Context: an optimization exercise on an open-source flow, tuned for small area and a short achievable clock period. The choices shown serve that exercise and are no tape-out recipe. The RTL was checked by simulation tests, not by an equivalence proof against the original design. Power and IR drop assume default switching activity.

## saw2sin
module saw2sin
( input  wire        i_clk
, input  wire [15:0] i_saw
, output logic [15:0] o_sin
);
clock: 70.0 ns
lec_check: 0
abc_area: 1
cap_margin: 20
core_margin: 2
core_utilization: 40
cts_buf_list: sky130_fd_sc_hd__clkbuf_4
cts_cluster_diameter: 300
cts_cluster_size: 50
slew_margin: 20
synth_hierarchical: 1
standard.sh (not shown) runs the stock make flow with config.mk's settings and CLKGATE_MAP_FILE= SYNTH_SCRIPT=/design/flow/synth_recipe.tcl, a recipe that flattens the netlist after the stock synthesis.
==> flow/flow/run.sh <==
#!/bin/bash
# Own flow: the standard layout (standard.sh) with two changes.
#  1. Synthesis: ABC maps the combinational logic with flow/abc_area.script
#     (area-first mapping, then buffering and sizing) instead of ORFS's
#     abc_area.script.  It runs from a private copy of the ORFS scripts in
#     which only that file differs; synth_recipe.tcl (-nofsm -noshare,
#     flatten, rename) and everything else is the standard synthesis.
#  2. Layout: the port buffers that global placement inserts on every input
#     and output are sky130_fd_sc_hd__buf_1 cells, and ORFS's repair_timing
#     steps aim for 49.7 ns of setup slack (SETUP_SLACK_MARGIN) instead of 0,
#     so they size up the few gates on the slowest paths.  The clock period
#     and the SDC constraints are the design's, unchanged.
# Each tool's full output goes to synth.log / layout.log here (and ORFS's own
# per-step logs under orfs/logs/).
set -euo pipefail
rm -rf scripts_abc
cp -r "$FLOW_HOME/scripts" scripts_abc
cp flow/abc_area.script scripts_abc/abc_area.script
bash standard.sh SCRIPTS_DIR="$PWD/scripts_abc" synth > synth.log 2>&1
bash standard.sh SETUP_SLACK_MARGIN=49.7 "BUFFER_PORTS_ARGS=-buffer_cell sky130_fd_sc_hd__buf_1" finish > layout.log 2>&1
==> flow/flow/abc_area.script <==
strash
dch
map -a
topo
stime -c
buffer -c
upsize -c
dnsize -c
==> next run, changes <==
--- a/flow/flow/run.sh
+++ b/flow/flow/run.sh
@@ -9,3 +9,3 @@
 #     and output are sky130_fd_sc_hd__buf_1 cells, and ORFS's repair_timing
-#     steps aim for 49.7 ns of setup slack (SETUP_SLACK_MARGIN) instead of 0,
+#     steps aim for 49.85 ns of setup slack (SETUP_SLACK_MARGIN) instead of 0,
 #     so they size up the few gates on the slowest paths.  The clock period
@@ -19,2 +19,2 @@
 bash standard.sh SCRIPTS_DIR="$PWD/scripts_abc" synth > synth.log 2>&1
-bash standard.sh SETUP_SLACK_MARGIN=49.7 "BUFFER_PORTS_ARGS=-buffer_cell sky130_fd_sc_hd__buf_1" finish > layout.log 2>&1
+bash standard.sh SETUP_SLACK_MARGIN=49.85 "BUFFER_PORTS_ARGS=-buffer_cell sky130_fd_sc_hd__buf_1" finish > layout.log 2>&1
CTS_BUF_LIST = not set   (was sky130_fd_sc_hd__clkbuf_4)
CTS_CLUSTER_DIAMETER = not set   (was 300)
CTS_CLUSTER_SIZE = not set   (was 50)
Outcome: Utilization increases by 0.54 points; setup slack gains 0.14 ns; routed wire length increases by 0.40%; combinational power barely changes.
==> next run, changes <==
--- a/flow/flow/run.sh
+++ b/flow/flow/run.sh
@@ -8,6 +8,3 @@
 #  2. Layout: the port buffers that global placement inserts on every input
-#     and output are sky130_fd_sc_hd__buf_1 cells, and ORFS's repair_timing
-#     steps aim for 49.85 ns of setup slack (SETUP_SLACK_MARGIN) instead of 0,
-#     so they size up the few gates on the slowest paths.  The clock period
-#     and the SDC constraints are the design's, unchanged.
+#     and output are sky130_fd_sc_hd__buf_1 cells.
 # Each tool's full output goes to synth.log / layout.log here (and ORFS's own
@@ -19,2 +16,2 @@
 bash standard.sh SCRIPTS_DIR="$PWD/scripts_abc" synth > synth.log 2>&1
-bash standard.sh SETUP_SLACK_MARGIN=49.85 "BUFFER_PORTS_ARGS=-buffer_cell sky130_fd_sc_hd__buf_1" finish > layout.log 2>&1
+bash standard.sh SETUP_SLACK_MARGIN=49.95 "BUFFER_PORTS_ARGS=-buffer_cell sky130_fd_sc_hd__buf_1" finish > layout.log 2>&1
Effect: The new run completed without violations; design area rises by 0.49%; routed wire length stays flat; setup slack improves by 0.087 ns; die area is unchanged.
==> next run, changes <==
--- a/flow/flow/run.sh
+++ b/flow/flow/run.sh
@@ -8,3 +8,6 @@
 #  2. Layout: the port buffers that global placement inserts on every input
-#     and output are sky130_fd_sc_hd__buf_1 cells.
+#     and output are sky130_fd_sc_hd__buf_1 cells, and ORFS's repair_timing
+#     steps aim for 49.7 ns of setup slack (SETUP_SLACK_MARGIN) instead of 0,
+#     so they size up the few gates on the slowest paths.  The clock period
+#     and the SDC constraints are the design's, unchanged.
 # Each tool's full output goes to synth.log / layout.log here (and ORFS's own
@@ -16,2 +19,2 @@
 bash standard.sh SCRIPTS_DIR="$PWD/scripts_abc" synth > synth.log 2>&1
-bash standard.sh SETUP_SLACK_MARGIN=49.95 "BUFFER_PORTS_ARGS=-buffer_cell sky130_fd_sc_hd__buf_1" finish > layout.log 2>&1
+bash standard.sh SETUP_SLACK_MARGIN=49.7 "BUFFER_PORTS_ARGS=-buffer_cell sky130_fd_sc_hd__buf_1" finish > layout.log 2>&1
CTS_BUF_LIST = sky130_fd_sc_hd__clkbuf_4   (was not set)
CTS_CLUSTER_DIAMETER = 300   (was not set)
CTS_CLUSTER_SIZE = 50   (was not set)
PLACE_DENSITY = 0.75   (was not set)
Outcome: The changed run went through all stages and came out clean; first-iteration DRC count rose by 49%; synthesized area stays the same; non-clock buffer count goes down by 1; critical path depth stays the same.

-- afterwards: timing with drivers on the ports --
In the flow no input, the clock included, has a driving cell. The finished layouts below were timed again as built, in two steps.
Step 1 (the two cells are an assumption about what drives the block):
set clk [get_ports {i_clk}]
set_driving_cell -lib_cell sky130_fd_sc_hd__clkbuf_16 $clk
set_driving_cell -lib_cell sky130_fd_sc_hd__buf_2 [delete_from_list [all_inputs] $clk]
Step 2 times the ports against the registers' clock, not the clock port: input delays grow and output delays shrink by t, the midpoint of the rising clock arrivals with the driver on.
Slacks: no drivers / after step 1 / after step 2; pairs: no drivers / after step 1.
run | shift t [ns] | slack for setup (ns) | hold slack, ns | worst setup path at the end
the first run | 0.290 | 50.046 / 50.044 / 49.754 | 14.337 / 14.337 / 14.407 | input to register
the second run | 0.260 | 50.189 / 50.189 / 49.930 | 14.370 / 14.367 / 14.402 | input to register
the third run | 0.260 | 50.276 / 50.274 / 50.015 | 14.368 / 14.366 / 14.402 | input to register
the fourth run | 0.292 | 49.970 / 49.971 / 49.679 | 14.329 / 14.327 / 14.411 | input to register
After both steps setup and hold are still met in every run listed. The setup slack of the first run, which loses most, moves by -0.002 ns with the drivers and by -0.292 ns with both steps.
